What follows belongs to an exercise in optimizing a design on an open flow for small area and a short achievable clock period; a production flow would make more cautious choices. In this exercise RTL edits were held to simulation tests only and were not proved equivalent to the original. No activity file was given, so power comes from the tool's default toggle rates.

===== flow/config.mk =====
export PLATFORM = sky130hd
export DESIGN_NAME = singlecycle
export DESIGN_NICKNAME = singlecycle
export VERILOG_FILES = /design/flow/design.v
export SDC_FILE = /design/flow/constraint.sdc
export NUM_CORES = 8
export LEC_CHECK = 0
export CAP_MARGIN = 20
export CORE_MARGIN = 2
export CORE_UTILIZATION = 30
export PLACE_DENSITY = 0.5
export SLEW_MARGIN = 20
export SYNTH_HIERARCHICAL = 1

===== flow/design.v =====
module singlecycle (
    input  logic        i_clk, i_reset,
    input  logic [31:0] i_io_sw,
    input  logic [31:0] i_instr,
    output logic [31:0] o_pc_debug,
    output logic [31:0] o_io_ledr,
    output logic [31:0] o_io_ledg,
    output logic [31:0] o_io_lcd,
    output logic [31:0] o_io_hex0, o_io_hex1, o_io_hex2, o_io_hex3,
    output logic [31:0] o_io_hex4, o_io_hex5, o_io_hex6, o_io_hex7
);
    logic [31:0] pc;
    logic [31:0] ledr, ledg, lcd, hex30, hex74, swt;
    logic [31:1] rf_v;                  
    logic        s_we;                  
    logic        s_st;                  
    logic        s_ld;                  
    logic [4:0]  s_rd;
    logic [2:0]  s_f3;                  
    logic        s_alt;                 
    logic [2:0]  s_fn;                  
    logic [31:0] s_a, s_b;
    logic [31:0]      wb;               
    logic [32*32-1:0] rf_all;           
    logic [64*32-1:0] mem_all;          
    logic [31:0]      pc_next;
    logic [4:0]       pg;               
    logic [3:0]       lane, lane_lcd;
    logic             hex_full, hex_half;
    logic [31:0]      sdat;
    logic             wen, st_ok, ld_in, alt_in;
    logic [4:0]       rd_in;
    logic [2:0]       f3_in, fn_in;
    logic [31:0]      a_in, b_in;
    logic             mem_we;
    logic [3:0]       s_lane;
    logic [31:0]      s_sdat;
    s1_logic u_s1 (
        .ins(i_instr), .rf_all(rf_all), .rf_v(rf_v), .wb(wb), .s_we(s_we), .s_rd(s_rd),
        .pc(pc), .swt(swt),
        .pc_next(pc_next), .pg(pg), .lane(lane), .lane_lcd(lane_lcd),
        .hex_full(hex_full), .hex_half(hex_half), .sdat(sdat),
        .wen(wen), .st_ok(st_ok), .ld(ld_in), .alt(alt_in), .rd(rd_in), .f3(f3_in),
        .fn(fn_in), .a_in(a_in), .b_in(b_in));
    s2_logic u_s2 (
        .s_a(s_a), .s_b(s_b), .s_f3(s_f3), .s_fn(s_fn), .s_alt(s_alt), .s_ld(s_ld),
        .s_st(s_st), .mem_all(mem_all), .ledr(ledr), .ledg(ledg), .hex30(hex30),
        .hex74(hex74), .lcd(lcd),
        .wb(wb), .mem_we(mem_we), .lane(s_lane), .sdat(s_sdat));
    assign rf_all[31:0] = 32'b0;
    genvar g;
    generate
        for (g = 1; g < 32; g++) begin : R
            logic [31:0] q;
            always_ff @(posedge i_clk)
                if (s_we && s_rd == g) q <= wb;
            assign rf_all[32 * g +: 32] = q;
        end
    endgenerate
    always_ff @(posedge i_clk or posedge i_reset)
        if (i_reset) rf_v <= '0;
        else if (s_we) rf_v[s_rd] <= 1'b1;
    generate
        for (g = 0; g < 64; g++) begin : M
            logic [31:0] q;
            wire we = mem_we && s_a[7:2] == g;
            always_ff @(posedge i_clk) begin
                if (we && s_lane[0]) q[7:0]   <= s_sdat[7:0];
                if (we && s_lane[1]) q[15:8]  <= s_sdat[15:8];
                if (we && s_lane[2]) q[23:16] <= s_sdat[23:16];
                if (we && s_lane[3]) q[31:24] <= s_sdat[31:24];
            end
            assign mem_all[32 * g +: 32] = q;
        end
    endgenerate
    always_ff @(posedge i_clk or posedge i_reset)
        if (i_reset) pc <= 32'b0;
        else         pc <= pc_next;
    assign o_pc_debug = pc;
    wire [3:0] hex_b7 = hex_full ? lane : hex_half ? (lane & 4'b0101) : 4'b0000;
    always_ff @(posedge i_clk) begin
        if (i_reset) begin
            ledr  <= 32'b0;
            ledg  <= 32'b0;
            hex30 <= 32'b0;
            hex74 <= 32'b0;
            lcd   <= 32'b0;
        end else begin
            for (int k = 0; k < 4; k++) begin
                if (pg[0] & lane[k])     ledr[8 * k +: 8]  <= sdat[8 * k +: 8];
                if (pg[1] & lane[k])     ledg[8 * k +: 8]  <= sdat[8 * k +: 8];
                if (pg[2] & lane[k])     hex30[8 * k +: 7] <= sdat[8 * k +: 7];
                if (pg[2] & hex_b7[k])   hex30[8 * k + 7]  <= sdat[8 * k + 7];
                if (pg[3] & lane[k])     hex74[8 * k +: 7] <= sdat[8 * k +: 7];
                if (pg[3] & hex_b7[k])   hex74[8 * k + 7]  <= sdat[8 * k + 7];
                if (pg[4] & lane_lcd[k]) lcd[8 * k +: 8]   <= sdat[8 * k +: 8];
            end
        end
    end
    always_ff @(posedge i_clk or posedge i_reset)
        if (i_reset) swt <= 32'b0;
        else         swt <= i_io_sw;
    assign o_io_ledr = ledr;
    assign o_io_ledg = ledg;
    assign o_io_lcd  = lcd;
    assign o_io_hex0 = {25'b0, hex30[6:0]};
    assign o_io_hex1 = {25'b0, hex30[14:8]};
    assign o_io_hex2 = {25'b0, hex30[22:16]};
    assign o_io_hex3 = {25'b0, hex30[30:24]};
    assign o_io_hex4 = {25'b0, hex74[6:0]};
    assign o_io_hex5 = {25'b0, hex74[14:8]};
    assign o_io_hex6 = {25'b0, hex74[22:16]};
    assign o_io_hex7 = {25'b0, hex74[30:24]};
    always_ff @(posedge i_clk or posedge i_reset)
        if (i_reset) s_we <= 1'b0;
        else         s_we <= wen;
    always_ff @(posedge i_clk) begin
        s_st  <= st_ok & ~i_reset;
        s_ld  <= ld_in;
        s_rd  <= rd_in;
        s_f3  <= f3_in;
        s_alt <= alt_in;
        s_fn  <= fn_in;
        s_a   <= a_in;
        s_b   <= b_in;
    end
endmodule
module s1_logic (
    input  logic [31:0]      ins,
    input  logic [32*32-1:0] rf_all,
    input  logic [31:1]      rf_v,
    input  logic [31:0]      wb,
    input  logic             s_we,
    input  logic [4:0]       s_rd,
    input  logic [31:0]      pc, swt,
    output logic [31:0]      pc_next,
    output logic [4:0]       pg,
    output logic [3:0]       lane, lane_lcd,
    output logic             hex_full, hex_half,
    output logic [31:0]      sdat,
    output logic             wen, st_ok, ld, alt,
    output logic [4:0]       rd,
    output logic [2:0]       f3, fn,
    output logic [31:0]      a_in, b_in
);
    wire [6:0]  opc = ins[6:0];
    wire [4:0]  ra1 = ins[19:15];
    wire [4:0]  ra2 = ins[24:20];
    wire        f7_0  = ins[31:25] == 7'b0000000;
    wire        f7_20 = ins[31:25] == 7'b0100000;
    assign f3 = ins[14:12];
    assign rd = ins[11:7];
    wire is_op    = opc == 7'b0110011;
    wire is_opimm = opc == 7'b0010011;
    wire is_load  = opc == 7'b0000011;
    wire is_store = opc == 7'b0100011;
    wire is_br    = opc == 7'b1100011;
    wire is_jal   = opc == 7'b1101111;
    wire is_jalr  = opc == 7'b1100111 && f3 == 3'b000;
    wire is_lui   = opc == 7'b0110111;
    wire is_auipc = opc == 7'b0010111;
    wire op_ok    = is_op & (f7_0 | (f7_20 & (f3 == 3'b000 | f3 == 3'b101)));
    wire opimm_ok = is_opimm & ((f3 == 3'b001) ? f7_0 :
                                (f3 == 3'b101) ? (f7_0 | f7_20) : 1'b1);
    wire ld_ok    = is_load & (f3 == 3'b000 | f3 == 3'b001 | f3 == 3'b010 |
                               f3 == 3'b100 | f3 == 3'b101);
    assign st_ok  = is_store & (f3 == 3'b000 | f3 == 3'b001 | f3 == 3'b010);
    wire br_ok    = is_br & (f3 != 3'b010) & (f3 != 3'b011);
    assign wen    = (op_ok | opimm_ok | ld_ok | is_jal | is_jalr | is_lui | is_auipc)
                    & (rd != 5'd0);
    assign ld     = is_load;
    assign alt    = ins[30] & (is_op | (is_opimm & f3 == 3'b101));
    assign fn     = (is_op | is_opimm) ? f3 : 3'b000;
    wire [31:0] imm_i = {{20{ins[31]}}, ins[31:20]};
    wire [31:0] imm_s = {{20{ins[31]}}, ins[31:25], ins[11:7]};
    wire [31:0] imm_b = {{20{ins[31]}}, ins[7], ins[30:25], ins[11:8], 1'b0};
    wire [31:0] imm_j = {{12{ins[31]}}, ins[19:12], ins[20], ins[30:21], 1'b0};
    wire [31:0] imm_u = {ins[31:12], 12'b0};
    logic [31:0] rd1, rd2;
    always_comb begin
        rd1 = 32'b0;
        rd2 = 32'b0;
        for (int i = 1; i < 32; i++) begin
            rd1 = rd1 | ({32{ra1 == i && rf_v[i]}} & rf_all[32 * i +: 32]);
            rd2 = rd2 | ({32{ra2 == i && rf_v[i]}} & rf_all[32 * i +: 32]);
        end
    end
    wire fwd1 = s_we && (ra1 == s_rd);
    wire fwd2 = s_we && (ra2 == s_rd);
    wire [31:0] rs1 = fwd1 ? wb : rd1;
    wire [31:0] rs2 = fwd2 ? wb : rd2;
    wire [31:0] pc4 = pc + 32'd4;
    wire [31:0] pc_tgt = pc + (is_jal ? imm_j : imm_b);
    wire [31:0] imm_ls = is_store ? imm_s : imm_i;
    logic [31:0] agu, agu_co;
    pfx_add32 u_agu (.a(rs1), .b(imm_ls), .s(agu), .co(agu_co));
    wire        c12 = agu_co[11];           
    wire [1:0]  ea = agu[1:0];
    wire        sgn = ~f3[1];
    logic       eq, lt;
    tree_cmp32 u_cmp (.a({rs1[31] ^ sgn, rs1[30:0]}), .b({rs2[31] ^ sgn, rs2[30:0]}),
                      .lt(lt), .eq(eq));
    wire        take = br_ok & (f3[0] ^ (f3[2] ? lt : eq));
    always_comb begin
        if (is_jalr)              pc_next = {agu[31:1], 1'b0};
        else if (is_jal | take)   pc_next = pc_tgt;
        else                      pc_next = pc4;
    end
    wire [19:0] hi = rs1[31:12];
    wire        hi_io = hi[19:3] == 17'h02000;
    wire [6:0]  hik = {hi_io & hi[2:0] == 3'd5, hi_io & hi[2:0] == 3'd4,
                       hi_io & hi[2:0] == 3'd3, hi_io & hi[2:0] == 3'd2,
                       hi_io & hi[2:0] == 3'd1, hi_io & hi[2:0] == 3'd0,
                       hi == 20'h0FFFF};
    wire        dz = c12 == imm_s[11];          
    wire        dp = c12 & ~imm_s[11];          
    wire        dm = ~c12 & imm_s[11];          
    always_comb
        for (int j = 0; j < 5; j++)
            pg[j] = st_ok & ((dz & hik[j + 1]) | (dp & hik[j]) | (dm & hik[j + 2]));
    wire sw_w = f3[1];
    wire sh_w = f3[0];
    assign hex_full = sw_w;
    assign hex_half = sh_w;
    assign lane = sw_w ? 4'b1111 :
                  sh_w ? (ea[1] ? 4'b1100 : 4'b0011) :
                         (4'b0001 << ea);
    assign lane_lcd = sw_w ? 4'b1111 :
                      sh_w ? (ea[1] ? 4'b0000 : 4'b0011) :
                             (ea == 2'b00 ? 4'b0001 : 4'b0000);
    assign sdat = {sw_w ? rs2[31:24] : sh_w ? rs2[15:8] : rs2[7:0],
                   sw_w ? rs2[23:16] : rs2[7:0],
                   sh_w | sw_w ? rs2[15:8] : rs2[7:0],
                   rs2[7:0]};
    always_comb begin
        if (is_load | is_store)     a_in = agu;
        else if (is_auipc)          a_in = pc;
        else if (is_jal | is_jalr)  a_in = pc4;
        else if (is_lui)            a_in = 32'b0;
        else                        a_in = rs1;
        if (is_op | is_store)       b_in = rs2;
        else if (is_load)           b_in = swt;
        else if (is_opimm)          b_in = imm_i;
        else if (is_lui | is_auipc) b_in = imm_u;
        else                        b_in = 32'b0;
    end
endmodule
module s2_logic (
    input  logic [31:0]      s_a, s_b,
    input  logic [2:0]       s_f3, s_fn,
    input  logic             s_alt, s_ld, s_st,
    input  logic [64*32-1:0] mem_all,
    input  logic [31:0]      ledr, ledg, hex30, hex74, lcd,
    output logic [31:0]      wb,
    output logic             mem_we,
    output logic [3:0]       lane,
    output logic [31:0]      sdat
);
    wire        sub  = s_alt | (s_fn == 3'b010) | (s_fn == 3'b011);
    wire [32:0] diff = {1'b0, s_a} + {1'b0, s_b ^ {32{sub}}} + {32'b0, sub};
    wire        s_ltu = ~diff[32];
    wire        s_lt  = (s_a[31] ^ s_b[31]) ? s_a[31] : diff[31];
    wire [4:0]  sh = s_b[4:0];
    wire        left = s_fn == 3'b001;
    logic [31:0] sh_in, sh_out, sh_rev;
    logic [63:0] sh_wide;
    always_comb begin
        for (int i = 0; i < 32; i++) sh_in[i] = left ? s_a[31 - i] : s_a[i];
        sh_wide = {{32{s_alt & s_a[31] & ~left}}, sh_in} >> sh;
        sh_out = sh_wide[31:0];
        for (int i = 0; i < 32; i++) sh_rev[i] = sh_out[31 - i];
    end
    logic [31:0] alu;
    always_comb begin
        case (s_fn)
            3'b000: alu = diff[31:0];
            3'b001: alu = sh_rev;
            3'b010: alu = {31'b0, s_lt};
            3'b011: alu = {31'b0, s_ltu};
            3'b100: alu = s_a ^ s_b;
            3'b101: alu = sh_out;
            3'b110: alu = s_a | s_b;
            default: alu = s_a & s_b;
        endcase
    end
    wire        m_mem  = s_a[31:15] == 17'b0;
    wire        m_io   = s_a[31:15] == 17'h02000;
    wire        m_ledr = m_io & s_a[14:12] == 3'd0;
    wire        m_ledg = m_io & s_a[14:12] == 3'd1;
    wire        m_h30  = m_io & s_a[14:12] == 3'd2;
    wire        m_h74  = m_io & s_a[14:12] == 3'd3;
    wire        m_lcd  = m_io & s_a[14:12] == 3'd4;
    wire        m_swt  = s_a[31:12] == 20'h10010;
    assign lane = s_f3[1] ? 4'b1111 :
                  s_f3[0] ? (s_a[1] ? 4'b1100 : 4'b0011) :
                            (4'b0001 << s_a[1:0]);
    assign sdat = {s_f3[1] ? s_b[31:24] : s_f3[0] ? s_b[15:8] : s_b[7:0],
                   s_f3[1] ? s_b[23:16] : s_b[7:0],
                   s_f3[1] | s_f3[0] ? s_b[15:8] : s_b[7:0],
                   s_b[7:0]};
    assign mem_we = s_st & m_mem;
    logic [63:0] msel;
    always_comb
        for (int i = 0; i < 64; i++) msel[i] = s_a[7:2] == i;
    logic [31:0] mword, lword;
    ao_mux64 u_mrd (.sel(msel), .d(mem_all), .q(mword));
    always_comb begin
        lword = 32'b0;
        if (m_mem)  lword = mword;
        if (m_ledr) lword = ledr;
        if (m_ledg) lword = ledg;
        if (m_h30)  lword = hex30;
        if (m_h74)  lword = hex74;
        if (m_lcd)  lword = lcd;
    end
    wire hexpg = m_h30 | m_h74;
    logic [31:0] ldv;
    logic [7:0]  lb;
    logic [15:0] lh;
    always_comb begin
        case (s_a[1:0])
            2'b00: lb = lword[7:0];
            2'b01: lb = lword[15:8];
            2'b10: lb = lword[23:16];
            default: lb = lword[31:24];
        endcase
        lh = s_a[1] ? lword[31:16] : lword[15:0];
        if (hexpg) begin
            lb[7]  = lb[6]  & ~s_f3[2];
            lh[15] = lh[14] & ~s_f3[2];
        end
        case (s_f3)
            3'b000: ldv = {{24{lb[7]}}, lb};
            3'b001: ldv = {{16{lh[15]}}, lh};
            3'b100: ldv = {24'b0, lb};
            3'b101: ldv = {16'b0, lh};
            default: ldv = lword;
        endcase
        if (hexpg & ~s_f3[1]) ldv[31] = 1'b0;
        if (m_swt) ldv = s_b;
    end
    assign wb = s_ld ? ldv : alu;
endmodule
module ao_mux32 (                       
    input  logic [31:0]      sel,
    input  logic [32*32-1:0] d,
    output logic [31:0]      q_n
);
    genvar b, j;
    generate
        for (b = 0; b < 32; b++) begin : B
            logic [10:0] y;
            logic [2:0]  z;
            for (j = 0; j < 10; j++) begin : T
                g_ao222i u (.a(sel[3 * j + 1]), .b(d[32 * (3 * j + 1) + b]),
                            .c(sel[3 * j + 2]), .d(d[32 * (3 * j + 2) + b]),
                            .e(sel[3 * j + 3]), .f(d[32 * (3 * j + 3) + b]), .y(y[j]));
            end
            g_nand2 u31 (.a(sel[31]), .b(d[32 * 31 + b]), .y(y[10]));
            g_nand4 n0 (.a(y[0]), .b(y[1]), .c(y[2]), .d(y[3]), .y(z[0]));
            g_nand4 n1 (.a(y[4]), .b(y[5]), .c(y[6]), .d(y[7]), .y(z[1]));
            g_nand3 n2 (.a(y[8]), .b(y[9]), .c(y[10]), .y(z[2]));
            g_nor3 o (.a(z[0]), .b(z[1]), .c(z[2]), .y(q_n[b]));
        end
    endgenerate
endmodule
module ao_mux64 (                       
    input  logic [63:0]      sel,
    input  logic [64*32-1:0] d,
    output logic [31:0]      q
);
    genvar b, j;
    generate
        for (b = 0; b < 32; b++) begin : B
            logic [21:0] y;
            logic [5:0]  z;
            logic [2:0]  w;
            for (j = 0; j < 21; j++) begin : T
                g_ao222i u (.a(sel[3 * j]), .b(d[32 * (3 * j) + b]),
                            .c(sel[3 * j + 1]), .d(d[32 * (3 * j + 1) + b]),
                            .e(sel[3 * j + 2]), .f(d[32 * (3 * j + 2) + b]), .y(y[j]));
            end
            g_nand2 u63 (.a(sel[63]), .b(d[32 * 63 + b]), .y(y[21]));
            for (j = 0; j < 5; j++) begin : N
                g_nand4 n (.a(y[4 * j]), .b(y[4 * j + 1]), .c(y[4 * j + 2]), .d(y[4 * j + 3]),
                           .y(z[j]));
            end
            g_nand2 n5 (.a(y[20]), .b(y[21]), .y(z[5]));
            g_nor2 o0 (.a(z[0]), .b(z[1]), .y(w[0]));
            g_nor2 o1 (.a(z[2]), .b(z[3]), .y(w[1]));
            g_nor2 o2 (.a(z[4]), .b(z[5]), .y(w[2]));
            g_nand3 r (.a(w[0]), .b(w[1]), .c(w[2]), .y(q[b]));
        end
    endgenerate
endmodule
module g_ao222i (input logic a, b, c, d, e, f, output logic y);
    assign y = ~((a & b) | (c & d) | (e & f));
endmodule
module g_nand2 (input logic a, b, output logic y);
    assign y = ~(a & b);
endmodule
module g_nand3 (input logic a, b, c, output logic y);
    assign y = ~(a & b & c);
endmodule
module g_nand4 (input logic a, b, c, d, output logic y);
    assign y = ~(a & b & c & d);
endmodule
module g_nor2 (input logic a, b, output logic y);
    assign y = ~(a | b);
endmodule
module g_nor3 (input logic a, b, c, output logic y);
    assign y = ~(a | b | c);
endmodule
module pfx_add32 (
    input  logic [31:0] a, b,
    output logic [31:0] s, co
);
    logic [31:0] p, g0n, p0n;
    logic [31:0] gg [0:5];
    logic [31:0] pp [0:5];
    genvar i, k;
    generate
        for (i = 0; i < 32; i++) begin : L0
            g_xor2  x (.a(a[i]), .b(b[i]), .y(p[i]));
            g_nand2 n (.a(a[i]), .b(b[i]), .y(gg[0][i]));      
            g_xnor2 q (.a(a[i]), .b(b[i]), .y(pp[0][i]));      
        end
        for (k = 1; k <= 5; k++) begin : LV
            localparam int D = 1 << (k - 1);
            for (i = 0; i < 32; i++) begin : N
                if (k % 2 == 1) begin : POS     
                    if (i >= D) begin : C
                        g_o21ai u (.a1(pp[k-1][i]), .a2(gg[k-1][i-D]), .b1(gg[k-1][i]), .y(gg[k][i]));
                        g_nor2  v (.a(pp[k-1][i]), .b(pp[k-1][i-D]), .y(pp[k][i]));
                    end else begin : T
                        g_inv   u (.a(gg[k-1][i]), .y(gg[k][i]));
                        assign pp[k][i] = 1'b0;
                    end
                end else begin : NEG            
                    if (i >= D) begin : C
                        g_a21oi u (.a1(pp[k-1][i]), .a2(gg[k-1][i-D]), .b1(gg[k-1][i]), .y(gg[k][i]));
                        g_nand2 v (.a(pp[k-1][i]), .b(pp[k-1][i-D]), .y(pp[k][i]));
                    end else begin : T
                        g_inv   u (.a(gg[k-1][i]), .y(gg[k][i]));
                        assign pp[k][i] = 1'b1;
                    end
                end
            end
        end
        assign s[0] = p[0];
        for (i = 1; i < 32; i++) begin : S
            g_xor2 x (.a(p[i]), .b(gg[5][i-1]), .y(s[i]));
        end
    endgenerate
    assign co = gg[5];
endmodule
module tree_cmp32 (
    input  logic [31:0] a, b,
    output logic        lt, eq
);
    logic [31:0] ll [0:5];
    logic [31:0] ee [0:5];
    genvar i, k;
    generate
        for (i = 0; i < 32; i++) begin : L0
            g_orn   o (.a(a[i]), .bn(b[i]), .y(ll[0][i]));     
            g_xor2  x (.a(a[i]), .b(b[i]), .y(ee[0][i]));      
        end
        for (k = 1; k <= 5; k++) begin : LV
            localparam int W = 32 >> k;
            for (i = 0; i < W; i++) begin : N
                if (k % 2 == 1) begin : POS
                    g_o21ai u (.a1(ee[k-1][2*i+1]), .a2(ll[k-1][2*i]), .b1(ll[k-1][2*i+1]), .y(ll[k][i]));
                    g_nor2  v (.a(ee[k-1][2*i+1]), .b(ee[k-1][2*i]), .y(ee[k][i]));
                end else begin : NEG
                    g_a21oi u (.a1(ee[k-1][2*i+1]), .a2(ll[k-1][2*i]), .b1(ll[k-1][2*i+1]), .y(ll[k][i]));
                    g_nand2 v (.a(ee[k-1][2*i+1]), .b(ee[k-1][2*i]), .y(ee[k][i]));
                end
            end
        end
    endgenerate
    assign lt = ll[5][0];
    assign eq = ee[5][0];
endmodule
module g_inv (input logic a, output logic y);
    assign y = ~a;
endmodule
module g_xor2 (input logic a, b, output logic y);
    assign y = a ^ b;
endmodule
module g_xnor2 (input logic a, b, output logic y);
    assign y = ~(a ^ b);
endmodule
module g_orn (input logic a, bn, output logic y);
    assign y = a | ~bn;
endmodule
module g_a21oi (input logic a1, a2, b1, output logic y);
    assign y = ~((a1 & a2) | b1);
endmodule
module g_o21ai (input logic a1, a2, b1, output logic y);
    assign y = ~((a1 | a2) & b1);
endmodule

===== flow/flow/run.sh =====
#!/bin/bash
# Layout flow: the standard ORFS flow (standard.sh) with these changes:
#  - repair_timing aims at 20 ns of setup slack, so the resizer sizes and buffers
#    the critical paths instead of stopping once the 30 ns clock is met;
#  - clock tree sinks are clustered 20 to a buffer and CTS adds no dummy loads;
#  - ports are buffered with buf_2 cells.
# The synthesis, floorplan, power grid, SDC and clock period are the standard ones.
set -euo pipefail
export SETUP_SLACK_MARGIN=20
export CTS_ARGS="-sink_clustering_enable -repair_clock_nets -sink_clustering_size 20 -sink_clustering_max_diameter 100 -dont_use_dummy_load"
export BUFFER_PORTS_ARGS="-buffer_cell sky130_fd_sc_hd__buf_2"
bash standard.sh > standard.log 2>&1

===== flow/standard.sh =====
#!/bin/bash
# synth_recipe.tcl (not shown) runs the flow's synth.tcl, then flattens the netlist and writes it again
# the make line also repeats each setting of config.mk as NAME=value (left out here)
make -C /OpenROAD-flow-scripts/flow DESIGN_CONFIG=/design/flow/config.mk WORK_HOME=/design/flow/orfs CLKGATE_MAP_FILE= SYNTH_SCRIPT=/design/flow/synth_recipe.tcl "${@:-finish}"

===== flow/constraint.sdc =====
create_clock -name core_clock -period 30.0 [get_ports {i_clk}]
set_input_delay 6.0000 -clock core_clock [delete_from_list [all_inputs] [get_ports {i_clk}]]
set_output_delay 6.0000 -clock core_clock [all_outputs]
set_load 0.01 [all_outputs]

==> results_dict.tcl, run 1 <==
set metrics [dict create \
    ant_nets 0 \
    ctsHoldBuffers 0 \
    worstSetupStartpointType "input pin" \
    fin_skew_ns 0.165 \
    crit_required_ns 30.82 \
    synth_warnings 16 \
    cp-end-kind "register" \
    crit_chain "buf_16, nor3b_2, buf_8, and2_4, buf_4, a2111oi_0, and4_1, a31oi_4, xnor2_1, xor2_1, nor2_1, a21oi_2, o21ai_1, a21oi_2, o21ai_2, mux2i_4, xnor2_4, buf_4, a31o_2, o311a_1, nor2_1" \
    critPathKind "in -> reg" \
    routed_wl_mm 700 \
    final_nets 11585 \
    dp.cells 17453 \
    stdcell_area_um2 167000 \
    fin_crit_ns 10.06 \
    cts_sinks 3374 \
    setup_viol_count_final 0 \
    wl_per_cell_um 39.1 \
    post-route-period-util_pct 33.5 \
    drt_iter0_drc 22419 \
    hold_path_startpoint "ledr[13]$_SDFFE_PP0P_" \
    final_cell_mix "edfxtp_1 (3,040), a222oi_1 (754), nand2_1 (746)" \
    final_common_cell "edfxtp_1" \
    fin_ws_ns 19.94 \
    worst_pin_slew_ns 1.24 \
    final_cells 17916 \
    grt_max_degree 77 \
    pre_cts_ws_ns 16.73 \
    viasPerCell 6.36 \
    first_pass_iters 11 \
    dp_hpwl_mm 448 \
    cp.arrival_ns 10.88 \
    cp.depth 21 \
    status "no timing/DRC/antenna violations" \
    min_path_type "reg -> reg" \
    cap_viol_max_count 0 \
    peakVddDrop_uv 48.9 \
    fin_tns_setup_ns 0 \
    areaGrowthSynthToFinish_pct 13.2 \
    rr_startpoint "s_a[7]$_DFF_P_" \
    rsz0062_at_grt "yes" \
    synth_area_um2 148000 \
    crit_fanout 23 \
    critPathMaxStageDelay_ns 0.46 \
    antenna_found_initial 69 \
    syn_area_per_cell_um2 13.4 \
    clk_latency_ns 1.03 \
    fillCellCount 47831 \
    cts-buffers-inserted 196 \
    cts_max_path_buffers 4 \
    drive_gt1_share_pct 14.7 \
    crit_family "compound AO/OA/AOI/OAI gates" \
    grt_overflow 0 \
    p_total_mw 8.82 \
    die_area_um2 498000 \
    routabilityCongestion 1.01 \
    core_um2 490000 \
    place_area_um2 158000 \
    root_buffer "clkbuf_16" \
    grt_use_total_pct 26.5 \
    num_rows 257 \
    grt_pass1_vias 102677 \
    htreeDepth 4 \
    regToRegSetupSlack_ns 20.43 \
    r2r-end "hex74[31]$_SDFFE_PP0P_" \
    io-pin-count 450 \
    final_core_util_pct 34.1 \
    r2r_cells 32 \
    drc 0 \
    drv_slew 0 \
    hold_path_end "ledr[13]$_SDFFE_PP0P_" \
    pwr_density_cell_nw_per_um2 52.8 \
    p_leak_nw 56.7 \
    vias 113945 \
    clkSlewWorstSetupHoldPaths_ns 0.08 \
    slew-limit-headroom_pct 17.7 \
    die_width_um 706 \
    initial_core_util_pct 30.1 \
    hold_ws_ns 0.478 \
    crit_buf_inv 4 \
    grt_pass1_wl_mm 915 \
    portBuffers 249 \
    cpMaxStageDelayCell "a31oi_4" \
    hold_path_depth 2 \
    cts_tree "built" \
    die_y_um 706 \
    fmax_ghz 0.0994 \
    finalHoldViolCount 0 \
    netlist_instances 10991 \
]
-- final cells by class --
class                      instances  area (µm²)  area share, %
multi-input combinational       6823       47700           28.5
clock buffer                     196        4900           2.93
sequential                      3374       98500           58.9
antenna                           66         165         0.0988
tap                             6475        8100           4.84
timing repair buffer             857        7410           4.43
inverter                         125         475          0.284
-- layer usage --
layer,vias to the layer above,global-route usage [%],wire length (µm)
li1,44646,-,-
met1,57237,33.4,255000
met2,9636,38.7,292000
met3,2405,9.69,96400
met4,21,16.1,56800
met5,-,0.413,479
-- tightest hold or removal path, delay by kind of cell (launching register included) --
| kind | cells | cell delay, ns |
|---|---|---|
| AOI/OAI and AO/OA | 1 | 0.05 |
| DFF | 1 | 0.33 |
| and+or+nand+nor | 1 | 0.06 |
-- what timing repair did --
| action | 4_1_cts | 5_1_grt |
|---|---|---|
| setup endpoints to repair | 222 | 196 |
| setup buffers | 67 | 102 |
| gates resized for setup | 297 | 208 |
| pin swaps | 44 | 74 |
| gates cloned | 16 | 15 |
-- state kept, by name (all words and copies together), names as in the netlist --
register / flops
M.q: 2048
R.q: 992
hex30: 32
hex74: 32
lcd: 32
ledg: 32
ledr: 32
pc: 32
s_a: 32
s_b: 32
swt: 32
rf_v: 31
s_rd: 5
s_f3: 3
s_fn: 3
s_alt: 1
s_ld: 1
s_st: 1
s_we: 1
-- power by group --
part           switching, mW  total [mW]  internal [mW]
clock network           1.53        2.69           1.16
logic                  0.642       0.929          0.288
registers             0.0791        5.20           5.12
total                   2.25        8.82           6.57
-- worst max-delay path by stage --
stage	end	from
final	pc[16]$_DFF_PP0_	i_instr[16]
after global routing	pc[31]$_DFF_PP0_	i_instr[16]
after CTS	pc[31]$_DFF_PP0_	i_instr[20]
after detailed placement	lcd[19]$_SDFFE_PP0P_	i_instr[16]
after global placement	lcd[19]$_SDFFE_PP0P_	i_instr[16]
after floorplan	hex74[31]$_SDFFE_PP0P_	i_instr[19]
==> run 2: changes to the inputs <==
--- a/flow/design.v
+++ b/flow/design.v
@@ -24,10 +24,8 @@
     logic [32*32-1:0] rf_all;           
     logic [64*32-1:0] mem_all;          
     logic [31:0]      pc_next;
-    logic [4:0]       pg;               
-    logic [3:0]       lane, lane_lcd;
-    logic             hex_full, hex_half;
-    logic [31:0]      sdat;
+    logic [39:0]      io_en;            
+    logic [31:0]      io_d;             
     logic             wen, st_ok, ld_in, alt_in;
     logic [4:0]       rd_in;
     logic [2:0]       f3_in, fn_in;
@@ -38,8 +36,7 @@
     s1_logic u_s1 (
         .ins(i_instr), .rf_all(rf_all), .rf_v(rf_v), .wb(wb), .s_we(s_we), .s_rd(s_rd),
         .pc(pc), .swt(swt),
-        .pc_next(pc_next), .pg(pg), .lane(lane), .lane_lcd(lane_lcd),
-        .hex_full(hex_full), .hex_half(hex_half), .sdat(sdat),
+        .rst(i_reset), .pc_next(pc_next), .io_en(io_en), .io_d(io_d),
         .wen(wen), .st_ok(st_ok), .ld(ld_in), .alt(alt_in), .rd(rd_in), .f3(f3_in),
         .fn(fn_in), .a_in(a_in), .b_in(b_in));
     s2_logic u_s2 (
@@ -77,26 +74,21 @@
         if (i_reset) pc <= 32'b0;
         else         pc <= pc_next;
     assign o_pc_debug = pc;
-    wire [3:0] hex_b7 = hex_full ? lane : hex_half ? (lane & 4'b0101) : 4'b0000;
-    always_ff @(posedge i_clk) begin
-        if (i_reset) begin
-            ledr  <= 32'b0;
-            ledg  <= 32'b0;
-            hex30 <= 32'b0;
-            hex74 <= 32'b0;
-            lcd   <= 32'b0;
-        end else begin
-            for (int k = 0; k < 4; k++) begin
-                if (pg[0] & lane[k])     ledr[8 * k +: 8]  <= sdat[8 * k +: 8];
-                if (pg[1] & lane[k])     ledg[8 * k +: 8]  <= sdat[8 * k +: 8];
-                if (pg[2] & lane[k])     hex30[8 * k +: 7] <= sdat[8 * k +: 7];
-                if (pg[2] & hex_b7[k])   hex30[8 * k + 7]  <= sdat[8 * k + 7];
-                if (pg[3] & lane[k])     hex74[8 * k +: 7] <= sdat[8 * k +: 7];
-                if (pg[3] & hex_b7[k])   hex74[8 * k + 7]  <= sdat[8 * k + 7];
-                if (pg[4] & lane_lcd[k]) lcd[8 * k +: 8]   <= sdat[8 * k +: 8];
-            end
+    logic [31:0] io_q [0:4];
+    generate
+        for (g = 0; g < 5; g++) begin : IO
+            always_ff @(posedge i_clk)
+                for (int k = 0; k < 4; k++) begin
+                    if (io_en[8 * g + k])     io_q[g][8 * k +: 7] <= io_d[8 * k +: 7];
+                    if (io_en[8 * g + 4 + k]) io_q[g][8 * k + 7]  <= io_d[8 * k + 7];
+                end
         end
-    end
+    endgenerate
+    assign ledr  = io_q[0];
+    assign ledg  = io_q[1];
+    assign hex30 = io_q[2];
+    assign hex74 = io_q[3];
+    assign lcd   = io_q[4];
     always_ff @(posedge i_clk or posedge i_reset)
         if (i_reset) swt <= 32'b0;
         else         swt <= i_io_sw;
@@ -133,11 +125,10 @@
     input  logic             s_we,
     input  logic [4:0]       s_rd,
     input  logic [31:0]      pc, swt,
+    input  logic             rst,
     output logic [31:0]      pc_next,
-    output logic [4:0]       pg,
-    output logic [3:0]       lane, lane_lcd,
-    output logic             hex_full, hex_half,
-    output logic [31:0]      sdat,
+    output logic [39:0]      io_en,
+    output logic [31:0]      io_d,
     output logic             wen, st_ok, ld, alt,
     output logic [4:0]       rd,
     output logic [2:0]       f3, fn,
@@ -201,37 +192,56 @@
     tree_cmp32 u_cmp (.a({rs1[31] ^ sgn, rs1[30:0]}), .b({rs2[31] ^ sgn, rs2[30:0]}),
                       .lt(lt), .eq(eq));
     wire        take = br_ok & (f3[0] ^ (f3[2] ? lt : eq));
-    always_comb begin
-        if (is_jalr)              pc_next = {agu[31:1], 1'b0};
-        else if (is_jal | take)   pc_next = pc_tgt;
-        else                      pc_next = pc4;
-    end
+    wire [31:0] pc_seq = is_jalr ? {agu[31:1], 1'b0} : pc4;
+    wire        jmp = is_jal | take;
+    genvar gi;
+    generate
+        for (gi = 0; gi < 32; gi++) begin : PM
+            g_mux2 m (.a(pc_seq[gi]), .b(pc_tgt[gi]), .s(jmp), .y(pc_next[gi]));
+        end
+    endgenerate
     wire [19:0] hi = rs1[31:12];
     wire        hi_io = hi[19:3] == 17'h02000;
     wire [6:0]  hik = {hi_io & hi[2:0] == 3'd5, hi_io & hi[2:0] == 3'd4,
                        hi_io & hi[2:0] == 3'd3, hi_io & hi[2:0] == 3'd2,
                        hi_io & hi[2:0] == 3'd1, hi_io & hi[2:0] == 3'd0,
                        hi == 20'h0FFFF};
-    wire        dz = c12 == imm_s[11];          
-    wire        dp = c12 & ~imm_s[11];          
-    wire        dm = ~c12 & imm_s[11];          
+    logic [4:0] pg0, pg1;
     always_comb
-        for (int j = 0; j < 5; j++)
-            pg[j] = st_ok & ((dz & hik[j + 1]) | (dp & hik[j]) | (dm & hik[j + 2]));
+        for (int j = 0; j < 5; j++) begin
+            pg0[j] = st_ok & (imm_s[11] ? hik[j + 2] : hik[j + 1]);
+            pg1[j] = st_ok & (imm_s[11] ? hik[j + 1] : hik[j]);
+        end
     wire sw_w = f3[1];
     wire sh_w = f3[0];
-    assign hex_full = sw_w;
-    assign hex_half = sh_w;
-    assign lane = sw_w ? 4'b1111 :
-                  sh_w ? (ea[1] ? 4'b1100 : 4'b0011) :
-                         (4'b0001 << ea);
-    assign lane_lcd = sw_w ? 4'b1111 :
-                      sh_w ? (ea[1] ? 4'b0000 : 4'b0011) :
-                             (ea == 2'b00 ? 4'b0001 : 4'b0000);
-    assign sdat = {sw_w ? rs2[31:24] : sh_w ? rs2[15:8] : rs2[7:0],
+    wire [3:0] lane = sw_w ? 4'b1111 :
+                      sh_w ? (ea[1] ? 4'b1100 : 4'b0011) :
+                             (4'b0001 << ea);
+    wire [3:0] lane_lcd = sw_w ? 4'b1111 :
+                          sh_w ? (ea[1] ? 4'b0000 : 4'b0011) :
+                                 (ea == 2'b00 ? 4'b0001 : 4'b0000);
+    wire [3:0] lane_h7 = sw_w ? lane : sh_w ? (lane & 4'b0101) : 4'b0000;
+    logic [39:0] m0, m1;
+    always_comb
+        for (int j = 0; j < 5; j++)
+            for (int k = 0; k < 4; k++) begin
+                m0[8 * j + k]     = rst | (pg0[j] & (j == 4 ? lane_lcd[k] : lane[k]));
+                m1[8 * j + k]     = rst | (pg1[j] & (j == 4 ? lane_lcd[k] : lane[k]));
+                m0[8 * j + 4 + k] = rst | (pg0[j] & (j == 4 ? lane_lcd[k] :
+                                                     (j == 2 || j == 3) ? lane_h7[k] : lane[k]));
+                m1[8 * j + 4 + k] = rst | (pg1[j] & (j == 4 ? lane_lcd[k] :
+                                                     (j == 2 || j == 3) ? lane_h7[k] : lane[k]));
+            end
+    generate
+        for (gi = 0; gi < 40; gi++) begin : EN
+            g_mux2 m (.a(m0[gi]), .b(m1[gi]), .s(c12), .y(io_en[gi]));
+        end
+    endgenerate
+    wire [31:0] sdat = {sw_w ? rs2[31:24] : sh_w ? rs2[15:8] : rs2[7:0],
                    sw_w ? rs2[23:16] : rs2[7:0],
                    sh_w | sw_w ? rs2[15:8] : rs2[7:0],
                    rs2[7:0]};
+    assign io_d = sdat & {32{~rst}};
     always_comb begin
         if (is_load | is_store)     a_in = agu;
         else if (is_auipc)          a_in = pc;
@@ -500,3 +510,6 @@
 module g_o21ai (input logic a1, a2, b1, output logic y);
     assign y = ~((a1 | a2) & b1);
 endmodule
+module g_mux2 (input logic a, b, s, output logic y);
+    assign y = s ? b : a;
+endmodule
--- a/flow/config.mk
+++ b/flow/config.mk
@@ -5,9 +5,9 @@
 export SDC_FILE = /design/flow/constraint.sdc
 export NUM_CORES = 8
 export LEC_CHECK = 0
-export CAP_MARGIN = 20
+export CAP_MARGIN = 35
 export CORE_MARGIN = 2
 export CORE_UTILIZATION = 30
 export PLACE_DENSITY = 0.5
-export SLEW_MARGIN = 20
+export SLEW_MARGIN = 35
 export SYNTH_HIERARCHICAL = 1
==> run 2 against run 1 <==
Against the previous run:
- still clean
- final area is 0.19% higher
- sequential cell count did not move
- hold slack better by 0.050 ns
- combinational power increased by about 40%
- wire length increased by 2.5%
- sequential power up 2%
- non-clock buffer count down 6
- worst setup slack lost 0.10 ns
- critical endpoint is now io_q[4][11]$_DFFE_PP_
- highest routed layer unchanged
==> results_dict.tcl, run 2 <==
set metrics [dict create \
    status "no timing/DRC/antenna violations" \
    crit_required_ns 30.70 \
    min_path_type "reg -> reg" \
    switching_share_pct 27.5 \
    areaGrowthSynthToFinish_pct 13.7 \
    ant_nets 0 \
    cap_viol_max_count 0 \
    setup_viol_count_final 0 \
    slew-limit-headroom_pct 28.0 \
    final_common_cell "edfxtp_1" \
    viasPerCell 6.39 \
    drv_slew 0 \
    grt_max_degree 76 \
    fin_crit_ns 10.16 \
    cts_max_path_buffers 4 \
    die_width_um 705 \
    synth_area_um2 147000 \
    seqPwrFrac_pct 56.9 \
    post-route-period-util_pct 33.9 \
    portBuffers 249 \
    routed_wl_mm 717 \
    antenna_found_initial 73 \
    drc 0 \
    largest_register_ff_count 2048 \
    fin_skew_ns 0.220 \
    rsz0062_at_grt "no" \
    cts-buffers-inserted 201 \
    drt_iter0_drc 19076 \
    stdcell_area_um2 168000 \
    fmax_ghz 0.0984 \
    place_area_um2 158000 \
    clockPowerShare_pct 29.2 \
    wl_per_cell_um 41.3 \
    finalHoldViolCount 0 \
    critPathKind "in -> reg" \
    worstSetupStartpointType "input pin" \
    cp.arrival_ns 10.86 \
    grt_use_total_pct 27.4 \
    pwr-share-comb_pct 14.0 \
    clk_latency_ns 1.02 \
    crit_fanout 35 \
    grtUsageMet1_pct 32.3 \
    cts_sinks 3374 \
    die_area_um2 497000 \
    clkSlewWorstSetupHoldPaths_ns 0.08 \
    worst_pin_slew_ns 1.08 \
    routabilityCongestion 0.960 \
    netlist_instances 10360 \
    p_switching_mw 2.57 \
    reg.largest.list "M.q x2048, R.q x992, io_q x160" \
    die_y_um 705 \
    largest_register "M.q" \
    final_nets 11029 \
    final_cell_mix "edfxtp_1 (3,200), a222oi_1 (764), nor2_1 (566)" \
    fin_tns_setup_ns 0 \
    grt_overflow 0 \
    cp-end-kind "register" \
    synth_warnings 17 \
    first_pass_iters 13 \
    pwr_density_cell_nw_per_um2 55.7 \
    io-pin-count 450 \
    use_met3_pct 9.38 \
    grt_pass1_vias 103237 \
    vias 111092 \
    met2_usage_pct 42.1 \
    root_buffer "clkbuf_16" \
    grt-busiest-layer "met2" \
    drive_gt1_share_pct 16.3 \
    p_leak_nw 56.9 \
    cts_tree "built" \
    dp_hpwl_mm 460 \
    syn_area_per_cell_um2 14.2 \
    initial_core_util_pct 30.1 \
    htreeDepth 4 \
    core_um2 490000 \
    grt_pass1_wl_mm 935 \
    num_rows 257 \
    power.internal_mw 6.77 \
    peakVddDrop_uv 50.5 \
]
## run 2: cell types whose count changed in the layout (fill, tap and decap cells not counted), moves of 40 or more
cell | previous run | this run
nor2_1 | 615 | 566
buf_4 | 468 | 407
dfxtp_1 | 226 | 64
edfxtp_1 | 3040 | 3200
a22oi_1 | 595 | 518
a21oi_1 | 380 | 193
buf_6 | 39 | 79
nand2_1 | 746 | 534
mux2_4 | 1 | 72
nand3_1 | 442 | 277
## run 2: path summary, 6_finish.rpt
check | start | end | slack (ns) | cells after the start
max in group asynchronous | i_reset | swt[30]$_DFF_PP0_ | 23.16 | 5
hold / removal | rf_v[3]$_DFFE_PP0P_ | rf_v[3]$_DFFE_PP0P_ | 0.53 | 1
setup / recovery | i_instr[19] | io_q[4][11]$_DFFE_PP_ | 19.84 | 22
setup reg to reg | s_a[4]$_DFF_P_ | pc[0]$_DFF_PP0_ | 20.24 | 35
hold reg to reg | rf_v[3]$_DFFE_PP0P_ | rf_v[3]$_DFFE_PP0P_ | 0.53 | 1
min in group asynchronous | i_reset | swt[17]$_DFF_PP0_ | 5.60 | 3
## run 2: stage by stage
| stage | instances | power (mW) | utilization (%) | hold slack, ns | worst slack, ns |
|---|---|---|---|---|---|
| finish | 17375 | 9.33 | 34.2 | 0.528 | 19.84 |
| global route | 17305 | 9.54 | 34.2 | 0.539 | 19.98 |
| CTS | 17196 | 9.30 | 33.8 | 0.535 | 19.98 |
| detailed placement | 16901 | 6.64 | 32.3 | 0.509 | 17.39 |
| global placement | 16893 | 6.63 | 32.2 | 0.505 | 16.97 |
| floorplan | 10559 | 6.01 | - | 0.432 | 19.06 |
## run 2: cell type report
class,instances,area [µm²]
fillers,47197,322000
flip-flops and latches,3374,100000
multi-input cells,6250,45900
well taps,6475,8100
repair buffers,851,7660
clock buffers,201,5030
inverters,144,556
diodes,80,200
## run 2: power groups by stage
stage | logic, mW | clock network [mW] | registers [mW]
after floorplan | 0.649 | 0 | 5.36
after global placement | 1.22 | 0 | 5.41
after detailed placement | 1.23 | 0 | 5.41
after CTS | 1.25 | 2.74 | 5.30
after global routing | 1.34 | 2.89 | 5.31
final | 1.30 | 2.72 | 5.31
## run 2: repair_timing
action                                  in CTS  in global routing
hold buffers                                 0                  0
endpoints found under the setup margin     222                207
buffers inserted                            83                 77
pin swaps                                   50                 58
cloned                                      11                  7
resized for setup                          299                174
## run 2: critical path: stages
cell and delay [ns]:
buf_12 0.19, and3b_1 0.21, buf_4 0.32, and2_4 0.37
buf_12 0.20, a22oi_1 0.15, nand3_1 0.14, nor4_4 0.74
a21oi_4 0.21, nand2_2 0.14, inv_1 0.07, inv_1 0.08
inv_1 0.07, inv_1 0.09, inv_1 0.06, xor2_1 0.20
buf_6 0.20, clkinvlp_4 0.20, buf_6 0.17, a21o_1 0.20
a41o_1 0.31, mux2_4 0.40
## run 2: per-layer routing
metal	vias to the layer above	share of wire, %
li1	42738	-
met1	56718	35
met2	8934	44
met3	2676	12
met4	26	8.9
met5	-	0.053
==> run 3: changes to the inputs <==
--- a/flow/design.v
+++ b/flow/design.v
@@ -183,21 +183,30 @@
     wire [31:0] pc4 = pc + 32'd4;
     wire [31:0] pc_tgt = pc + (is_jal ? imm_j : imm_b);
     wire [31:0] imm_ls = is_store ? imm_s : imm_i;
-    logic [31:0] agu, agu_co;
-    pfx_add32 u_agu (.a(rs1), .b(imm_ls), .s(agu), .co(agu_co));
-    wire        c12 = agu_co[11];           
+    logic [31:0] agu, agu_co, agu_co4n;
+    pfx_add32 u_agu (.a(rs1), .b(imm_ls), .s(agu), .co(agu_co), .co4n(agu_co4n));
+    wire        c12n = agu_co4n[11];        
     wire [1:0]  ea = agu[1:0];
     wire        sgn = ~f3[1];
     logic       eq, lt;
+    logic [1:0] ll4, ee4;
     tree_cmp32 u_cmp (.a({rs1[31] ^ sgn, rs1[30:0]}), .b({rs2[31] ^ sgn, rs2[30:0]}),
-                      .lt(lt), .eq(eq));
+                      .lt(lt), .eq(eq), .ll4(ll4), .ee4(ee4));
     wire        take = br_ok & (f3[0] ^ (f3[2] ? lt : eq));
     wire [31:0] pc_seq = is_jalr ? {agu[31:1], 1'b0} : pc4;
-    wire        jmp = is_jal | take;
+    wire c_lt = br_ok & f3[2] & ~f3[0];
+    wire c_ge = br_ok & f3[2] & f3[0];
+    wire c_eq = br_ok & ~f3[2] & ~f3[0];
+    wire c_ne = br_ok & ~f3[2] & f3[0];
+    logic [3:0] jmp;
     genvar gi;
     generate
+        for (gi = 0; gi < 4; gi++) begin : TK
+            take_unit t (.ll4(ll4), .ee4(ee4), .c_lt(c_lt), .c_ge(c_ge), .c_eq(c_eq),
+                         .c_ne(c_ne), .jal(is_jal), .jmp(jmp[gi]));
+        end
         for (gi = 0; gi < 32; gi++) begin : PM
-            g_mux2 m (.a(pc_seq[gi]), .b(pc_tgt[gi]), .s(jmp), .y(pc_next[gi]));
+            g_mux2 m (.a(pc_seq[gi]), .b(pc_tgt[gi]), .s(jmp[gi / 8]), .y(pc_next[gi]));
         end
     endgenerate
     wire [19:0] hi = rs1[31:12];
@@ -234,7 +243,7 @@
             end
     generate
         for (gi = 0; gi < 40; gi++) begin : EN
-            g_mux2 m (.a(m0[gi]), .b(m1[gi]), .s(c12), .y(io_en[gi]));
+            g_mux2 m (.a(m1[gi]), .b(m0[gi]), .s(c12n), .y(io_en[gi]));
         end
     endgenerate
     wire [31:0] sdat = {sw_w ? rs2[31:24] : sh_w ? rs2[15:8] : rs2[7:0],
@@ -423,7 +432,8 @@
 endmodule
 module pfx_add32 (
     input  logic [31:0] a, b,
-    output logic [31:0] s, co
+    output logic [31:0] s, co,
+    output logic [31:0] co4n                
 );
     logic [31:0] p, g0n, p0n;
     logic [31:0] gg [0:5];
@@ -463,10 +473,12 @@
         end
     endgenerate
     assign co = gg[5];
+    assign co4n = gg[4];
 endmodule
 module tree_cmp32 (
     input  logic [31:0] a, b,
-    output logic        lt, eq
+    output logic        lt, eq,
+    output logic [1:0]  ll4, ee4        
 );
     logic [31:0] ll [0:5];
     logic [31:0] ee [0:5];
@@ -491,6 +503,8 @@
     endgenerate
     assign lt = ll[5][0];
     assign eq = ee[5][0];
+    assign ll4 = ll[4][1:0];
+    assign ee4 = ee[4][1:0];
 endmodule
 module g_inv (input logic a, output logic y);
     assign y = ~a;
@@ -513,3 +527,12 @@
 module g_mux2 (input logic a, b, s, output logic y);
     assign y = s ? b : a;
 endmodule
+module take_unit (
+    input  logic [1:0] ll4, ee4,
+    input  logic       c_lt, c_ge, c_eq, c_ne, jal,
+    output logic       jmp
+);
+    wire lt = ~ll4[1] | (~ee4[1] & ~ll4[0]);
+    wire eq = ~ee4[1] & ~ee4[0];
+    assign jmp = jal | (c_lt & lt) | (c_ge & ~lt) | (c_eq & eq) | (c_ne & ~eq);
+endmodule
==> run 3 against run 2 <==
Against the previous run:
- final area shrank 1.4%
- sequential power is essentially flat
- sequential cell count is the same
- sequential share of layout area grew 0.83 points
- via count shrank 1.3%
- area after synthesis grew 0.31%
- critical endpoint is now io_q[4][6]$_DFFE_PP_
- largest cell class unchanged
==> results_dict.tcl, run 3 <==
set metrics [dict create \
    dp_hpwl_mm 465 \
    final_core_util_pct 33.7 \
    grt_pass1_vias 102745 \
    cts_max_path_buffers 4 \
    worstSetupStartpointType "input pin" \
    wl_per_cell_um 39.9 \
    largest_register_ff_count 2048 \
    clkSlewWorstSetupHoldPaths_ns 0.08 \
    cpMaxStageDelayCell "a222oi_1" \
    wl_met2_mm 311 \
    die_area_um2 498000 \
    routed_wl_mm 696 \
    p_leak_nw 54.8 \
    drt_iter0_drc 19785 \
    fin_crit_ns 10.10 \
    fin_skew_ns 0.163 \
    clk_latency_ns 1.02 \
    antenna_found_initial 58 \
    cts-buffers-inserted 200 \
    final_nets 11151 \
    routabilityCongestion 0.992 \
    drive_gt1_share_pct 14.4 \
    ant_nets 0 \
    cp.arrival_ns 10.72 \
    rsz0062_at_grt "yes" \
    drv_slew 0 \
    grt_use_total_pct 26.7 \
    final_cell_mix "edfxtp_1 (3,200), a222oi_1 (746), nand3_1 (643)" \
    crit_top_cell "buf_4" \
    critPathMaxStageDelay_ns 0.77 \
    peakVddDrop_uv 53.2 \
    grt_pass1_wl_mm 918 \
    met3_length_mm 77.6 \
    num_rows 257 \
    critPathKind "in -> reg" \
    crit_chain "buf_8, and3b_1, buf_4, and2_1, buf_4, a222oi_1, nor4bb_1, a31oi_1, buf_4, nor3_4, nand3_1, buf_4, nor3b_4, buf_12, a21o_1, mux2_4" \
    cts_tree "built" \
    pwr_density_cell_nw_per_um2 55.5 \
    portBuffers 249 \
    syn_area_per_cell_um2 13.9 \
    regToRegSetupSlack_ns 20.35 \
    root_buffer "clkbuf_16" \
    netlist_instances 10637 \
    fmax_ghz 0.0990 \
    wl_met1_mm 247 \
    core_um2 490000 \
    initial_core_util_pct 30.1 \
    reg.largest.list "M.q x2048, R.q x992, io_q x160" \
    crit_fanout 34 \
    crit_required_ns 30.62 \
    fin_tns_setup_ns 0 \
    worst_pin_slew_ns 1.07 \
    io-pin-count 450 \
    drc 0 \
    viasPerCell 6.28 \
    die_width_um 706 \
    grt_max_degree 66 \
    vias 109695 \
    regArea_um2 100000 \
    largest_register "M.q" \
    multi_input_area_um2 46100 \
    cp-end-kind "register" \
    synth_area_um2 148000 \
    top_layer "met5" \
    htreeDepth 4 \
    cap_viol_max_count 0 \
    post-route-period-util_pct 33.7 \
    die_y_um 706 \
    slew-limit-headroom_pct 28.5 \
    setup_viol_count_final 0 \
    final_common_cell "edfxtp_1" \
    synth_warnings 17 \
    finalHoldViolCount 0 \
    first_pass_iters 11 \
    min_path_type "reg -> reg" \
    fillCellCount 47752 \
    cts_sinks 3374 \
    grt_overflow 0 \
    areaGrowthSynthToFinish_pct 11.8 \
    status "no timing/DRC/antenna violations" \
]
run 3: cell count changes in the layout (fill, tap and decap cells not counted), sizes merged, moves of 21 or more:
cell | previous run | this run
a2111oi | 108 | 30
nor4 | 45 | 72
nand4 | 249 | 352
nand3 | 285 | 647
a22o | 87 | 41
and3 | 409 | 135
a21oi | 287 | 326
buf | 842 | 711
diode | 80 | 37
a22oi | 519 | 592
o21ai | 275 | 321
nand2 | 540 | 561
a221oi | 130 | 97
run 3: per-stage QoR:
stage / area (µm²) / total power [mW] / worst slack, ns / cells / hold WS, ns
3_5_place_dp: 159000 / 6.52 / 17.43 / 17183 / 0.501
3_3_place_gp: 158000 / 6.52 / 17.50 / 17167 / 0.499
6_report: 165000 / 9.17 / 19.90 / 17454 / 0.509
5_1_grt: 165000 / 9.38 / 19.98 / 17418 / 0.546
2_1_floorplan: 149000 / 5.96 / 19.50 / 10836 / 0.432
4_1_cts: 164000 / 9.16 / 20.01 / 17393 / 0.517
run 3: path summary, 6_finish.rpt:
check / start / to / cells past startpoint
max in group asynchronous: i_reset / swt[14]$_DFF_PP0_ / 4
setup / recovery: i_instr[19] / io_q[4][6]$_DFFE_PP_ / 16
hold reg to reg: rf_v[2]$_DFFE_PP0P_ / rf_v[2]$_DFFE_PP0P_ / 1
setup reg to reg: s_a[5]$_DFF_P_ / io_q[4][16]$_DFFE_PP_ / 26
min in group asynchronous: i_reset / swt[12]$_DFF_PP0_ / 3
hold / removal: rf_v[2]$_DFFE_PP0P_ / rf_v[2]$_DFFE_PP0P_ / 1
run 3: critical path: cells and delay by family:
family / cells / cell delay, ns
compound gates: 3 / 1.10
simple gates: 6 / 1.73
mux: 1 / 0.25
buf+inv: 6 / 1.52
run 3: power breakdown:
part | internal [mW] | switching [mW]
Clock | 1.18 | 1.54
Combinational | 0.339 | 0.817
Sequential | 5.18 | 0.117
run 3: final cells by class:
type                       instances  share of cell area (%)
multi-input combinational       6517                    27.9
timing repair buffer             718                    3.25
inverter                         133                   0.304
sequential                      3374                    60.6
clock buffer                     200                    3.03
tap                             6475                    4.90
antenna                           37                  0.0560
run 3: repair_timing:
item | in CTS | in global routing
buffers inserted | 9 | 8
gates cloned | 1 | 3
gates resized for setup | 115 | 130
pin swaps | 11 | 16
endpoints found under the hold margin | 0 | 0
hold buffers | 0 | 0
endpoints found under the setup margin | 223 | 204
run 3: metal layers:
metal | vias up | GRT usage (%)
li1 | 43295 | -
met1 | 55659 | 32.1
met2 | 8340 | 41.8
met3 | 2373 | 7.37
met4 | 28 | 17.8
met5 | - | 0.106
==> run 4: changes to the inputs <==
==> flow/flow/run.sh (replaced) <==
#!/bin/bash
# Layout flow: the standard ORFS flow (standard.sh) with these changes:
#  - repair_timing aims at 21 ns of setup slack, so the resizer sizes and buffers
#    the critical paths instead of stopping once the 30 ns clock is met;
#  - clock tree sinks are clustered 20 to a buffer and CTS adds no dummy loads;
#  - ports are buffered with buf_2 cells.
# The synthesis, floorplan, power grid, SDC and clock period are the standard ones.
set -euo pipefail
export SETUP_SLACK_MARGIN=21
export CTS_ARGS="-sink_clustering_enable -repair_clock_nets -sink_clustering_size 20 -sink_clustering_max_diameter 100 -dont_use_dummy_load"
export BUFFER_PORTS_ARGS="-buffer_cell sky130_fd_sc_hd__buf_2"
bash standard.sh > standard.log 2>&1
==> run 4 against run 3 <==
Against the previous run:
- utilization increased by 1.2 points
- sequential power about the same
- clock skew increased by 0.0081 ns
- final cell count increased by 1.8%
==> results_dict.tcl, run 4 <==
set metrics [dict create \
    status "no timing/DRC/antenna violations" \
    areaGrowthSynthToFinish_pct 15.9 \
    final_nets 11457 \
    fin_tns_setup_ns 0 \
    die_width_um 706 \
    grt_pass1_wl_mm 939 \
    root_buffer "clkbuf_16" \
    pwr_density_cell_nw_per_um2 54.0 \
    clockPowerShare_pct 29.8 \
    final_cell_mix "edfxtp_1 (3,200), a222oi_1 (746), nand3_1 (641)" \
    grt_overflow 0 \
    cap_viol_max_count 0 \
    die_y_um 706 \
    fmax_ghz 0.106 \
    hold_path_depth 1 \
    initial_core_util_pct 30.1 \
    drv_slew 0 \
    peakVddDrop_uv 52.5 \
    post-route-period-util_pct 31.6 \
    grt_use_total_pct 27.4 \
    slew-limit-headroom_pct 29.1 \
    vias 112421 \
    drive_gt1_share_pct 18.8 \
    switching_share_pct 26.9 \
    cp-end-kind "register" \
    power.internal_mw 6.77 \
    syn_area_per_cell_um2 13.9 \
    worstSetupStartpointType "input pin" \
    io-pin-count 450 \
    cts_sinks 3374 \
    r2r-end "pc[29]$_DFF_PP0_" \
    grt_pass1_vias 103725 \
    reg.largest.list "M.q x2048, R.q x992, io_q x160" \
    grt_max_degree 70 \
    final_cells 17775 \
    final_common_cell "edfxtp_1" \
    dp.cells 17170 \
    cp.arrival_ns 10.30 \
    drt_iter0_drc 21835 \
    fin_crit_ns 9.48 \
    largest_register_ff_count 2048 \
    wl_per_cell_um 40.4 \
    core_um2 490000 \
    clk_latency_ns 1.03 \
    first_pass_iters 13 \
    viasPerCell 6.32 \
    routed_wl_mm 717 \
    antenna_found_initial 85 \
    crit_fanout 8 \
    cts-buffers-inserted 204 \
    num_rows 257 \
    largest_register "M.q" \
    htreeDepth 4 \
    cts_max_path_buffers 4 \
    synth_warnings 17 \
    regToRegSetupSlack_ns 21.12 \
    seqPwrFrac_pct 57.3 \
    routabilityCongestion 1.01 \
    pwr-share-comb_pct 12.9 \
    rsz0062_at_grt "yes" \
    ant_nets 0 \
    finalHoldViolCount 0 \
    final_core_util_pct 34.9 \
    die_area_um2 498000 \
    clkSlewWorstSetupHoldPaths_ns 0.09 \
    crit_required_ns 30.83 \
    synth_area_um2 148000 \
    drc 0 \
    hold_path_end "rf_v[12]$_DFFE_PP0P_" \
    portBuffers 249 \
    critPathKind "in -> reg" \
    fin_skew_ns 0.171 \
    r2r_cells 31 \
    setup_viol_count_final 0 \
    p_leak_nw 57.5 \
    p_switching_mw 2.49 \
    hold_path_startpoint "rf_v[12]$_DFFE_PP0P_" \
    worst_pin_slew_ns 1.06 \
    netlist_instances 10637 \
    rr_startpoint "s_a[5]$_DFF_P_" \
    min_path_type "reg -> reg" \
    dp_hpwl_mm 464 \
    cts_tree "built" \
]
-- run 4: power groups by stage --
stage | clock network, mW | registers, mW | logic [mW]
3_3_place_gp | 0 | 5.42 | 1.07
6_report | 2.76 | 5.31 | 1.19
2_1_floorplan | 0 | 5.35 | 0.610
5_1_grt | 2.91 | 5.31 | 1.23
3_5_place_dp | 0 | 5.41 | 1.07
4_1_cts | 2.77 | 5.31 | 1.14
-- run 4: final cells by class --
| type | instances | area [µm²] |
|---|---|---|
| Antenna cell | 52 | 130 |
| Multi-Input combinational cell | 6520 | 47600 |
| Clock buffer | 204 | 5100 |
| Fill cell | 47288 | 319000 |
| Tap cell | 6475 | 8100 |
| Inverter | 133 | 513 |
| Sequential cell | 3374 | 100000 |
| Timing Repair Buffer | 1017 | 9790 |
-- run 4: worst max-delay path by stage --
stage	from	to	slack, ns	cells past startpoint
floorplan	i_instr[15]	pc[28]$_DFF_PP0_	19.50	21
global route	i_instr[15]	io_q[1][31]$_DFFE_PP_	20.53	22
CTS	i_instr[19]	pc[10]$_DFF_PP0_	20.83	21
detailed placement	i_instr[16]	pc[28]$_DFF_PP0_	17.02	19
global placement	i_instr[16]	pc[28]$_DFF_PP0_	17.17	19
finish	i_instr[15]	pc[31]$_DFF_PP0_	20.52	19
-- run 4: stage by stage --
| stage | instance area (µm²) | hold WS (ns) | power, mW | setup slack (ns) |
|---|---|---|---|---|
| 2_1_floorplan | 149000 | 0.432 | 5.96 | 19.50 |
| 3_3_place_gp | 158000 | 0.516 | 6.49 | 17.17 |
| 3_5_place_dp | 159000 | 0.510 | 6.48 | 17.02 |
| 4_1_cts | 170000 | 0.540 | 9.22 | 20.83 |
| 5_1_grt | 171000 | 0.542 | 9.45 | 20.53 |
| 6_report | 171000 | 0.545 | 9.26 | 20.52 |
-- run 4: worst max-delay path, cell delays in order --
cell,delay [ns]
buf_16,0.13
and3b_4,0.24
buf_12,0.15
and2_4,0.19
buf_12,0.16
buf_4,0.18
a22oi_1,0.22
nand3_1,0.16
nor4_4,0.70
a21oi_4,0.26
xnor2_4,0.32
o21ai_2,0.11
a21oi_2,0.23
o21ai_2,0.11
a21oi_2,0.19
o21ai_1,0.11
xor2_1,0.20
mux2_4,0.31
mux2_4,0.27
-- run 4: repair_timing --
| action | 4_1_cts | 5_1_grt |
|---|---|---|
| cloned | 33 | 2 |
| hold buffers | 0 | 0 |
| endpoints found under the setup margin | 321 | 222 |
| setup buffers | 273 | 36 |
| resized for setup | 650 | 156 |
| pin swaps | 130 | 91 |
-- run 4: routing by layer --
metal  vias to the layer above  share of wire (%)  track usage [%]
li1                      43957                  -                -
met2                      9046                 45             42.8
met4                        42                9.0             18.8
met1                     56657                 34             31.9
met5                         -              0.075            0.308
met3                      2719                 12             9.00
==> run 5: changes to the inputs <==
==> flow/flow/run.sh (replaced) <==
#!/bin/bash
# Layout flow: the standard ORFS flow (standard.sh) with these changes:
#  - repair_timing aims at 21 ns of setup slack, so the resizer sizes and buffers
#    the critical paths instead of stopping once the 30 ns clock is met;
#  - clock tree sinks are clustered 25 to a buffer and CTS adds no dummy loads;
#  - ports are buffered with buf_2 cells.
# The synthesis, floorplan, power grid, SDC and clock period are the standard ones.
set -euo pipefail
export SETUP_SLACK_MARGIN=21
export CTS_ARGS="-sink_clustering_enable -repair_clock_nets -sink_clustering_size 25 -sink_clustering_max_diameter 100 -dont_use_dummy_load"
export BUFFER_PORTS_ARGS="-buffer_cell sky130_fd_sc_hd__buf_2"
bash standard.sh > standard.log 2>&1
==> run 5 against run 4 <==
Against the previous run:
- still clean
- global-route usage hardly changed
- sequential cell count did not move
- combinational power hardly changed
- clock skew shrank 0.014 ns
- largest cell class unchanged
- largest power group unchanged
- highest routed layer unchanged
==> results_dict.tcl, run 5 <==
set metrics [dict create \
    htreeDepth 4 \
    drt_iter0_drc 21584 \
    grt_overflow 0 \
    regArea_um2 100000 \
    ant_nets 0 \
    pwr_density_cell_nw_per_um2 52.9 \
    drc 0 \
    largest_register "M.q" \
    grt_max_degree 70 \
    cts_sinks 3374 \
    critPathKind "in -> reg" \
    cts-buffers-inserted 170 \
    post-route-period-util_pct 31.7 \
    p_leak_nw 56.9 \
    power.internal_mw 6.57 \
    fillCellCount 47347 \
    rsz0062_at_grt "yes" \
    final_cell_mix "edfxtp_1 (3,200), a222oi_1 (746), nand3_1 (641)" \
    core_um2 490000 \
    cp.arrival_ns 10.32 \
    peakVddDrop_uv 46.9 \
    grt_pass1_wl_mm 938 \
    final_core_util_pct 34.7 \
    synth_area_um2 148000 \
    cts_max_path_buffers 4 \
    initial_core_util_pct 30.1 \
    final_cells 17733 \
    dp_hpwl_mm 464 \
    fmax_ghz 0.105 \
    first_pass_iters 13 \
    die_width_um 706 \
    fin_crit_ns 9.52 \
    hold_ws_ns 0.554 \
    drive_gt1_share_pct 18.4 \
    synth_warnings 17 \
    setup_viol_count_final 0 \
    vias 112195 \
    fin_skew_ns 0.157 \
    io-pin-count 450 \
    viasPerCell 6.33 \
    critPathMaxStageDelay_ns 0.49 \
    syn_area_per_cell_um2 13.9 \
    die_area_um2 498000 \
    min_path_type "reg -> reg" \
    pwr-share-comb_pct 13.1 \
    final_nets 11412 \
    grt_use_total_pct 27.4 \
    clockPowerShare_pct 27.9 \
    routabilityCongestion 1.01 \
    cts_tree "built" \
    reg.largest.list "M.q x2048, R.q x992, io_q x160" \
    antenna_found_initial 75 \
    portBuffers 249 \
    clk_latency_ns 0.99 \
    crit_required_ns 30.81 \
    cap_viol_max_count 0 \
    areaGrowthSynthToFinish_pct 15.1 \
    crit_fanout 21 \
    wl_per_cell_um 40.4 \
    finalHoldViolCount 0 \
    worstSetupStartpointType "input pin" \
    routed_wl_mm 716 \
    seqPwrFrac_pct 58.9 \
    clkSlewWorstSetupHoldPaths_ns 0.09 \
    crit_top_cell "buf_6" \
    cp-end-kind "register" \
    worst_pin_slew_ns 1.11 \
    drv_slew 0 \
    netlist_instances 10637 \
    grt_pass1_vias 103436 \
    multi_input_area_um2 47500 \
    p_switching_mw 2.44 \
    dp.cells 17170 \
    status "no timing/DRC/antenna violations" \
    crit_chain "buf_6, nor3b_2, and3_4, buf_6, a22oi_1, nand2_1, nor4_1, a31oi_1, buf_4, xor2_1, nor2_1, nand2_1, nor2_4, a21oi_4, buf_12, o21ai_2, mux2i_1, nand4b_1, buf_6, mux2_4" \
    cpMaxStageDelayCell "and3_4" \
    final_common_cell "edfxtp_1" \
    p_total_mw 9.01 \
    fin_tns_setup_ns 0 \
    slew-limit-headroom_pct 25.9 \
    largest_register_ff_count 2048 \
    num_rows 257 \
    root_buffer "clkbuf_16" \
    switching_share_pct 27.0 \
    die_y_um 706 \
]
## run 5: final timing paths
path / start / end / slack [ns] / depth (start not counted)
max: i_instr[21] / pc[29]$_DFF_PP0_ / 20.48 / 20
min: rf_v[12]$_DFFE_PP0P_ / rf_v[12]$_DFFE_PP0P_ / 0.55 / 1
max reg2reg: s_a[5]$_DFF_P_ / pc[29]$_DFF_PP0_ / 21.10 / 31
min reg2reg: rf_v[12]$_DFFE_PP0P_ / rf_v[12]$_DFFE_PP0P_ / 0.55 / 1
max in group asynchronous: i_reset / swt[15]$_DFF_PP0_ / 23.42 / 4
min in group asynchronous: i_reset / swt[12]$_DFF_PP0_ / 5.43 / 3
## run 5: stage by stage
step / setup slack (ns) / instance area, µm²
3_3_place_gp: 17.17 / 158000
4_1_cts: 20.86 / 169000
2_1_floorplan: 19.50 / 149000
6_report: 20.48 / 170000
3_5_place_dp: 17.02 / 159000
5_1_grt: 20.53 / 170000
## run 5: area by class of cell
type                            instances  share of cell area [%]
Multi-Input combinational cell       6520                    27.9
Sequential cell                      3374                    58.8
Tap cell                             6475                    4.76
Clock buffer                          170                    2.50
Inverter                              133                   0.298
Timing Repair Buffer                 1006                    5.66
Antenna cell                           55                  0.0809
## run 5: power groups by stage
stage	sequential, mW	clock, mW	combinational [mW]
after CTS	5.31	2.53	1.13
after global placement	5.42	0	1.07
after floorplan	5.35	0	0.610
final	5.31	2.52	1.18
after global routing	5.31	2.67	1.22
after detailed placement	5.41	0	1.07
## run 5: repair_timing
action / in CTS / in global routing
buffers inserted: 271 / 27
hold buffers: 0 / 0
gates resized for setup: 634 / 137
endpoints found under the setup margin: 339 / 222
endpoints found under the hold margin: 0 / 0
pin swaps: 150 / 67
gates cloned: 31 / 5
## run 5: worst max-delay path, delay by kind of cell
| family | cells | cell delay [ns] |
|---|---|---|
| AO/OA/AOI/OAI | 4 | 0.71 |
| AND/OR/NAND/NOR | 8 | 1.56 |
| XOR/XNOR | 1 | 0.09 |
| buffers and inverters | 5 | 1.26 |
| multiplexers | 2 | 0.49 |
## run 5: layer usage
| metal | GRT usage (%) | routed length, µm | share of wire, % |
|---|---|---|---|
| met1 | 32.0 | 246000 | 34 |
| met2 | 42.7 | 319000 | 44 |
| met3 | 8.88 | 86600 | 12 |
| met4 | 18.9 | 64700 | 9.0 |
| met5 | 0.365 | 476 | 0.066 |
